What follows belongs to an exercise in optimizing a design on an open flow for small area; a production flow would make more cautious choices.
RTL that was checked went through simulation tests only; none was proved equivalent to the original.
Power is estimated from default activity; no workload was simulated. No driver is modelled on the clock port, so clocking that relies on it looks cheaper here than on a real chip.

## fsm
module fsm(
input clk,
input arst,
input [15:0]s_data,
input s_valid,
input s_last,
output s_ready,
input [7:0]s_keep,
output reg [15:0] m_data,
output m_valid,
output reg m_last,
input  m_ready,
output [7:0]m_keep,
input rd_en,
input [11:0]block_len,
output reg last
    );
For scale: ~1400 cells after synthesis, ~22000 sq um of cells after synthesis.
==> module fsm, before the edit <==
module fsm(
input clk,
input arst,
input [15:0]s_data,
input s_valid,
input s_last,
output s_ready,
input [7:0]s_keep,
output reg [15:0] m_data,
output m_valid,
output reg m_last,
input  m_ready,
output [7:0]m_keep,
input rd_en,
input [11:0]block_len,
output reg last
    );
    assign s_ready = m_ready;
    reg        rst_q;         
    reg  [2:0] wn;            
    reg  [6:0] wr_ptr;
    reg  [6:0] temp;          
    reg  [6:0] rd_ptr;
    reg  [7:0] cnt;           
    reg  [2:0] kq;            
    reg  [511:0] mem;         
    always @(posedge clk) rst_q <= ~arst;
    always @(posedge clk)
      if (rst_q) wn <= 3'd0;
      else if (s_valid & m_ready & (s_keep[7:5] == 3'd0) & (s_keep[1:0] == 2'd0) &
               ~(s_keep[4] & |s_keep[3:2]))
        wn <= s_keep[4:2];
    always @(posedge clk)
      wr_ptr <= (wn == 3'd0) ? 7'd0 : wr_ptr + {4'd0, wn};
    wire [127:0] we;
    wire [15:0]  wd;
    fsm_wrdec u_wr (.wr_ptr(wr_ptr), .wn(wn), .s_data(s_data), .we(we), .wd(wd));
    genvar b, r;
    generate
      for (b = 0; b < 4; b = b + 1) begin : g_wb
        for (r = 0; r < 32; r = r + 1) begin : g_r
          always @(posedge clk)
            if (we[b*32+r]) mem[(b*32+r)*4 +: 4] <= wd[b*4 +: 4];
        end
      end
    endgenerate
    wire [15:0] nxn;
    fsm_rdmux u_rd (.mem(mem), .rd_ptr(rd_ptr), .nn(nxn));
    wire [15:0] nx = ~nxn;
    wire [3:0] n0 = nx[3:0], n1 = nx[7:4], n2 = nx[11:8], n3 = nx[15:12];
    wire eqh  = temp[6:2] == rd_ptr[6:2];
    wire nxh  = {1'b0, temp[6:2]} == {1'b0, rd_ptr[6:2]} + 6'd1;
    wire lge  = temp[1:0] >= rd_ptr[1:0];
    wire pe   = (eqh & lge) | (nxh & ~lge);
    wire [1:0] dlo = temp[1:0] - rd_ptr[1:0];
    wire [7:0] diff = {6'd0, dlo};
    wire [8:0] cdf = {1'b0, block_len[11:4]} - {1'b0, cnt};
    wire hieq = cdf == 9'd0;
    wire blk  = hieq & (block_len[1:0] == 2'd0) & (block_len[3:2] != 2'd0);
    wire lt   = (~cdf[8] & ~hieq) | (hieq & (block_len[3:0] != 4'd0));
    wire go   = rd_en & m_ready;
    wire adv  = go & (pe | blk | lt);
    wire [1:0] k  = pe ? diff[1:0] : blk ? block_len[3:2] : 2'd0;
    wire [2:0] nk = {k == 2'd0, k};
    always @(posedge clk) begin
      if (s_last) temp <= wr_ptr;
      if (adv & pe & (diff[1:0] != 2'd0)) temp <= 7'd0;
    end
    always @(posedge clk) begin
      if (adv) begin
        rd_ptr <= rd_ptr + {5'd0, k} + {4'd0, k == 2'd0, 2'd0};
        cnt    <= (pe | blk) ? 8'd0 : cnt + 8'd1;
      end else if (~arst) begin
        rd_ptr <= 7'd0;
        cnt    <= 8'd0;
      end
    end
    always @(posedge clk) begin
      if (~go) begin
        m_data <= 16'd0;
        kq     <= 3'd0;
        m_last <= 1'b0;
        last   <= 1'b0;
      end else if (adv) begin
        m_data <= {(k == 2'd0) ? n3 : 4'd0,
                   (k == 2'd0 || k == 2'd3) ? n2 : 4'd0,
                   (k != 2'd1) ? n1 : 4'd0,
                   n0};
        kq     <= nk;
        m_last <= pe;
        if (~pe) last <= blk;
      end
    end
    assign m_keep  = {3'd0, kq, 2'd0};
    assign m_valid = |kq;
endmodule
clock: 6.0 ns
lec_check: 0
cap_margin: 10
core_margin: 2
core_utilization: 60
slew_margin: 10
standard.sh (not shown) runs the stock make flow with config.mk's settings and CLKGATE_MAP_FILE= SYNTH_SCRIPT=/design/flow/synth_recipe.tcl, a recipe that flattens the netlist after the stock synthesis.
==> flow/flow/run.sh <==
#!/bin/bash
# Layout flow: the standard synthesis for reference, then the same synthesis with the
# combinational modules fsm_wrdec and fsm_rdmux mapped by hand to cells (flow/gen_cells.py),
# without ORFS's adder cells and with Yosys's default ABC script (flow/my_synth.tcl);
# if both give the same flip-flops the mapped netlist is laid out, else the standard one.
# The layout is ORFS's, with buf_1 port buffers and a clock tree without dummy loads.
set -euo pipefail
W=$PWD
R=$W/orfs/results/$FLOW_PLATFORM/fsm/base
export BUFFER_PORTS_ARGS="-buffer_cell sky130_fd_sc_hd__buf_1"
export CTS_ARGS="-sink_clustering_enable -repair_clock_nets -sink_clustering_size 30 -sink_clustering_max_diameter 100 -buf_list sky130_fd_sc_hd__clkbuf_16 -dont_use_dummy_load"

bash standard.sh synth > std_synth.log 2>&1
cp $R/1_2_yosys.v std_1_2_yosys.v

python3 flow/gen_cells.py cells.v > gen.log 2>&1
python3 flow/swap.py design.v cells.v design_mapped.v >> gen.log 2>&1
sed -e "s#WORK_HOME=[^ ]*#WORK_HOME=$W/orfs_map VERILOG_FILES=$W/design_mapped.v#" \
    -e "s#SYNTH_SCRIPT=[^ ]*#SYNTH_SCRIPT=$W/flow/my_synth.tcl ADDER_MAP_FILE=#" standard.sh > mapped.sh
bash mapped.sh synth > map_synth.log 2>&1
M=$W/orfs_map/results/$FLOW_PLATFORM/fsm/base
if python3 flow/regs.py std_1_2_yosys.v $M/1_2_yosys.v mapped_1_2_yosys.v > regs.log 2>&1; then
  echo "using the mapped netlist" >> regs.log
  cp mapped_1_2_yosys.v $R/1_2_yosys.v
  rm -f $R/1_synth.odb
else
  echo "flip-flops differ: using the standard netlist" >> regs.log
fi
bash standard.sh > layout.log 2>&1
Other scripts of this flow, unchanged in this note and not shown: flow/flow/gen_cells.py, flow/flow/my_synth.tcl, flow/flow/regs.py, flow/flow/swap.py
Change:
--- a/flow/design.v
+++ b/flow/design.v
@@ -82,12 +82,8 @@
     fsm_rdmux u_rd (.mem(mem), .rd_ptr(rd_ptr), .nn(nxn));
     wire [15:0] nx = ~nxn;
     wire [3:0] n0 = nx[3:0], n1 = nx[7:4], n2 = nx[11:8], n3 = nx[15:12];
-    wire eqh  = temp[6:2] == rd_ptr[6:2];
-    wire nxh  = {1'b0, temp[6:2]} == {1'b0, rd_ptr[6:2]} + 6'd1;
-    wire lge  = temp[1:0] >= rd_ptr[1:0];
-    wire pe   = (eqh & lge) | (nxh & ~lge);
-    wire [1:0] dlo = temp[1:0] - rd_ptr[1:0];
-    wire [7:0] diff = {6'd0, dlo};
+    wire [7:0] diff = {1'b0, temp} - {1'b0, rd_ptr};
+    wire pe   = diff[7:2] == 6'd0;                  
     wire [8:0] cdf = {1'b0, block_len[11:4]} - {1'b0, cnt};
     wire hieq = cdf == 9'd0;
     wire blk  = hieq & (block_len[1:0] == 2'd0) & (block_len[3:2] != 2'd0);
Result: First-iteration DRC count came out lower by 3.0%; routed wire length came out lower by 2.4%; fmax came out higher by 9.2%; clock skew came out lower by 0.0070 ns; register-to-register slack improves by 0.39 ns; setup slack improves by 0.39 ns.
Only the layout flow was run in the second run of this note; the RTL was not checked for function there.

---

== job 102 ==
The RTL this note starts from:
==> flow/design.v <==
module fsm(
input clk,
input arst,
input [15:0]s_data,
input s_valid,
input s_last,
output s_ready,
input [7:0]s_keep,
output reg [15:0] m_data,
output m_valid,
output reg m_last,
input  m_ready,
output [7:0]m_keep,
input rd_en,
input [11:0]block_len,
output reg last
    );
    assign s_ready = m_ready;
    reg        rst_q;         
    reg  [2:0] wn;            
    reg  [6:0] wr_ptr;
    reg  [6:0] temp;          
    reg  [6:0] rd_ptr;
    reg  [7:0] cnt;           
    reg  [2:0] kq;            
    always @(posedge clk) rst_q <= ~arst;
    always @(posedge clk)
      if (rst_q) wn <= 3'd0;
      else if (s_valid & m_ready & (s_keep[7:5] == 3'd0) & (s_keep[1:0] == 2'd0) &
               ~(s_keep[4] & |s_keep[3:2]))
        wn <= s_keep[4:2];
    always @(posedge clk)
      wr_ptr <= (wn == 3'd0) ? 7'd0 : wr_ptr + {4'd0, wn};
    reg [511:0] mem;    
    genvar b, r;
    generate
      for (b = 0; b < 4; b = b + 1) begin : g_wb
        localparam [1:0] B = b;
        wire [1:0] off = B - wr_ptr[1:0];           
        wire       ben = {1'b0, off} < wn;
        wire [4:0] row = wr_ptr[6:2] + {4'd0, (B < wr_ptr[1:0])};
        wire [3:0] d   = s_data[{off, 2'b00} +: 4];
        for (r = 0; r < 32; r = r + 1) begin : g_r
          always @(posedge clk)
            if (ben && row == r) mem[(b*32+r)*4 +: 4] <= d;
        end
      end
    endgenerate
    wire [3:0] rq [0:3];    
    generate
      for (b = 0; b < 4; b = b + 1) begin : g_rb
        localparam [1:0] B = b;
        wire [4:0] row = rd_ptr[6:2] + {4'd0, (B < rd_ptr[1:0])};
        wire [127:0] bk = mem[b*128 +: 128];
        assign rq[b] = bk[{row, 2'b00} +: 4];
      end
    endgenerate
    wire [1:0] ro1 = rd_ptr[1:0] + 2'd1, ro2 = rd_ptr[1:0] + 2'd2, ro3 = rd_ptr[1:0] + 2'd3;
    wire [3:0] n0 = rq[rd_ptr[1:0]];
    wire [3:0] n1 = rq[ro1];
    wire [3:0] n2 = rq[ro2];
    wire [3:0] n3 = rq[ro3];
    wire [7:0] diff = {1'b0, temp} - {1'b0, rd_ptr};
    wire pe   = diff[7:2] == 6'd0;                  
    wire hieq = block_len[11:4] == cnt;
    wire blk  = hieq & (block_len[1:0] == 2'd0) & (block_len[3:2] != 2'd0);
    wire lt   = (cnt < block_len[11:4]) | (hieq & (block_len[3:0] != 4'd0));
    wire go   = rd_en & m_ready;
    wire adv  = go & (pe | blk | lt);
    wire [1:0] k  = pe ? diff[1:0] : blk ? block_len[3:2] : 2'd0;
    wire [2:0] nk = {k == 2'd0, k};
    always @(posedge clk) begin
      if (s_last) temp <= wr_ptr;
      if (adv & pe & (diff[1:0] != 2'd0)) temp <= 7'd0;
    end
    always @(posedge clk) begin
      if (adv) begin
        rd_ptr <= rd_ptr + {5'd0, k} + {4'd0, k == 2'd0, 2'd0};
        cnt    <= (pe | blk) ? 8'd0 : cnt + 8'd1;
      end else if (~arst) begin
        rd_ptr <= 7'd0;
        cnt    <= 8'd0;
      end
    end
    always @(posedge clk) begin
      if (~go) begin
        m_data <= 16'd0;
        kq     <= 3'd0;
        m_last <= 1'b0;
        last   <= 1'b0;
      end else if (adv) begin
        m_data <= {(k == 2'd0) ? n3 : 4'd0,
                   (k == 2'd0 || k == 2'd3) ? n2 : 4'd0,
                   (k != 2'd1) ? n1 : 4'd0,
                   n0};
        kq     <= nk;
        m_last <= pe;
        if (~pe) last <= blk;
      end
    end
    assign m_keep  = {3'd0, kq, 2'd0};
    assign m_valid = |kq;
endmodule
Settings: LEC_CHECK=0, CAP_MARGIN=20, CORE_MARGIN=2, CORE_UTILIZATION=60, CTS_BUF_LIST=sky130_fd_sc_hd__clkbuf_16, CTS_CLUSTER_DIAMETER=100, CTS_CLUSTER_SIZE=30, SLEW_MARGIN=20; clock period 6.0 ns.
run.sh (not shown) runs the stock make flow with config.mk's settings and CLKGATE_MAP_FILE= SYNTH_SCRIPT=/design/flow/synth_recipe.tcl, a recipe that flattens the netlist after the stock synthesis.
Stock flow here: none of the scripts above is used.
Modified inputs, job 104 compared to job 102
-- flow/design.v --
<<< job 102, line 47
      end
    endgenerate
    wire [3:0] rq [0:3];    
    generate
      for (b = 0; b < 4; b = b + 1) begin : g_rb
>>> job 104, line 47
      end
    endgenerate
    function [3:0] m4(input [15:0] x, input [1:0] s);
      case (s)
        2'd0: m4 = x[3:0];
        2'd1: m4 = x[7:4];
        2'd2: m4 = x[11:8];
        default: m4 = x[15:12];
      endcase
    endfunction
    wire [3:0] rq [0:3];    
    genvar i;
    generate
      for (b = 0; b < 4; b = b + 1) begin : g_rb
<<< job 102, line 53
        wire [4:0] row = rd_ptr[6:2] + {4'd0, (B < rd_ptr[1:0])};
        wire [127:0] bk = mem[b*128 +: 128];
        assign rq[b] = bk[{row, 2'b00} +: 4];
      end
    endgenerate
    wire [1:0] ro1 = rd_ptr[1:0] + 2'd1, ro2 = rd_ptr[1:0] + 2'd2, ro3 = rd_ptr[1:0] + 2'd3;
    wire [3:0] n0 = rq[rd_ptr[1:0]];
    wire [3:0] n1 = rq[ro1];
    wire [3:0] n2 = rq[ro2];
    wire [3:0] n3 = rq[ro3];
    wire [7:0] diff = {1'b0, temp} - {1'b0, rd_ptr};
    wire pe   = diff[7:2] == 6'd0;                  
>>> job 104, line 62
        wire [4:0] row = rd_ptr[6:2] + {4'd0, (B < rd_ptr[1:0])};
        wire [127:0] bk = mem[b*128 +: 128];
        wire [31:0] l1;
        for (i = 0; i < 8; i = i + 1) begin : g_l1
          assign l1[i*4 +: 4] = m4(bk[i*16 +: 16], row[1:0]);
        end
        wire [7:0] l2 = {m4(l1[31:16], row[3:2]), m4(l1[15:0], row[3:2])};
        assign rq[b] = row[4] ? l2[7:4] : l2[3:0];
      end
    endgenerate
    wire [1:0] ro = rd_ptr[1:0];
    wire [3:0] n0 = m4({rq[3], rq[2], rq[1], rq[0]}, ro);
    wire [3:0] n1 = m4({rq[0], rq[3], rq[2], rq[1]}, ro);
    wire [3:0] n2 = m4({rq[1], rq[0], rq[3], rq[2]}, ro);
    wire [3:0] n3 = m4({rq[2], rq[1], rq[0], rq[3]}, ro);
    wire [7:0] diff = {1'b0, temp} - {1'b0, rd_ptr};
    wire pe   = diff[7:2] == 6'd0;                  
Results
Changes observed in job 104 relative to job 102: power density normalized to cell area +about 0.8%, worst setup slack picked up an extra 0.24 ns, fill cell total of the finished layout lost about 6.5%, length of the first detailed-routing pass in iterations higher.
Cmp job 104 vs job 102: achievable clock frequency higher in job 104
The met2 global-route usage of job 104 exceeds that of job 102 by 0.36 points.
Job 104 vs job 102, vertical die dimension went down by 2.3 µm.
The synthesized cell count in job 104 sits 171 below the value recorded for job 102.
Power: job 104 draws less than job 102
When the final numbers for job 102 and job 104 were put side by side, the worst hold slack turned out to be greater in job 104.
Looking only at wire length of the first global-routing pass, and setting everything else aside, the lower value of job 102 and job 104 goes to job 104.
Non-clock buffer count (job 102 / job 104): 0.900
Function not checked in job 104: the RTL went through the layout flow alone.

static timing again, ports no longer ideal:
The results above use ideal ports. As a check the final layouts listed here were re-extracted and re-timed, cells and wires unchanged. Step 1 (the two cells are an assumption about what drives the block):
set clk [get_ports {clk}]
set_driving_cell -lib_cell sky130_fd_sc_hd__clkbuf_16 $clk
set_driving_cell -lib_cell sky130_fd_sc_hd__buf_2 [delete_from_list [all_inputs] $clk]
Step 2 also shifts input and output timing later by t, the mid clock arrival at the registers, as if the neighbouring blocks saw the same clock. a / b / c = no drivers / after step 1 / after step 2; a / b = the first two.
| run | t (ns) | setup slack, ns | cell pins on the clock port's net |
|---|---|---|---|
| the first run of note 1 | 0.611 | 1.350 / 1.350 / 1.350 | 1 |
| the second run of note 1 | 0.603 | 1.741 / 1.741 / 1.178 | 1 |
| job 102 | 0.636 | 1.171 / 1.171 / 1.057 | 1 |
| job 104 | 0.631 | 1.409 / 1.409 / 1.196 | 1 |
After both steps setup and hold are still met in every run listed. The setup slack of the second run of note 1, which loses most, moves by 0.000 ns with the drivers and by -0.563 ns with both steps.
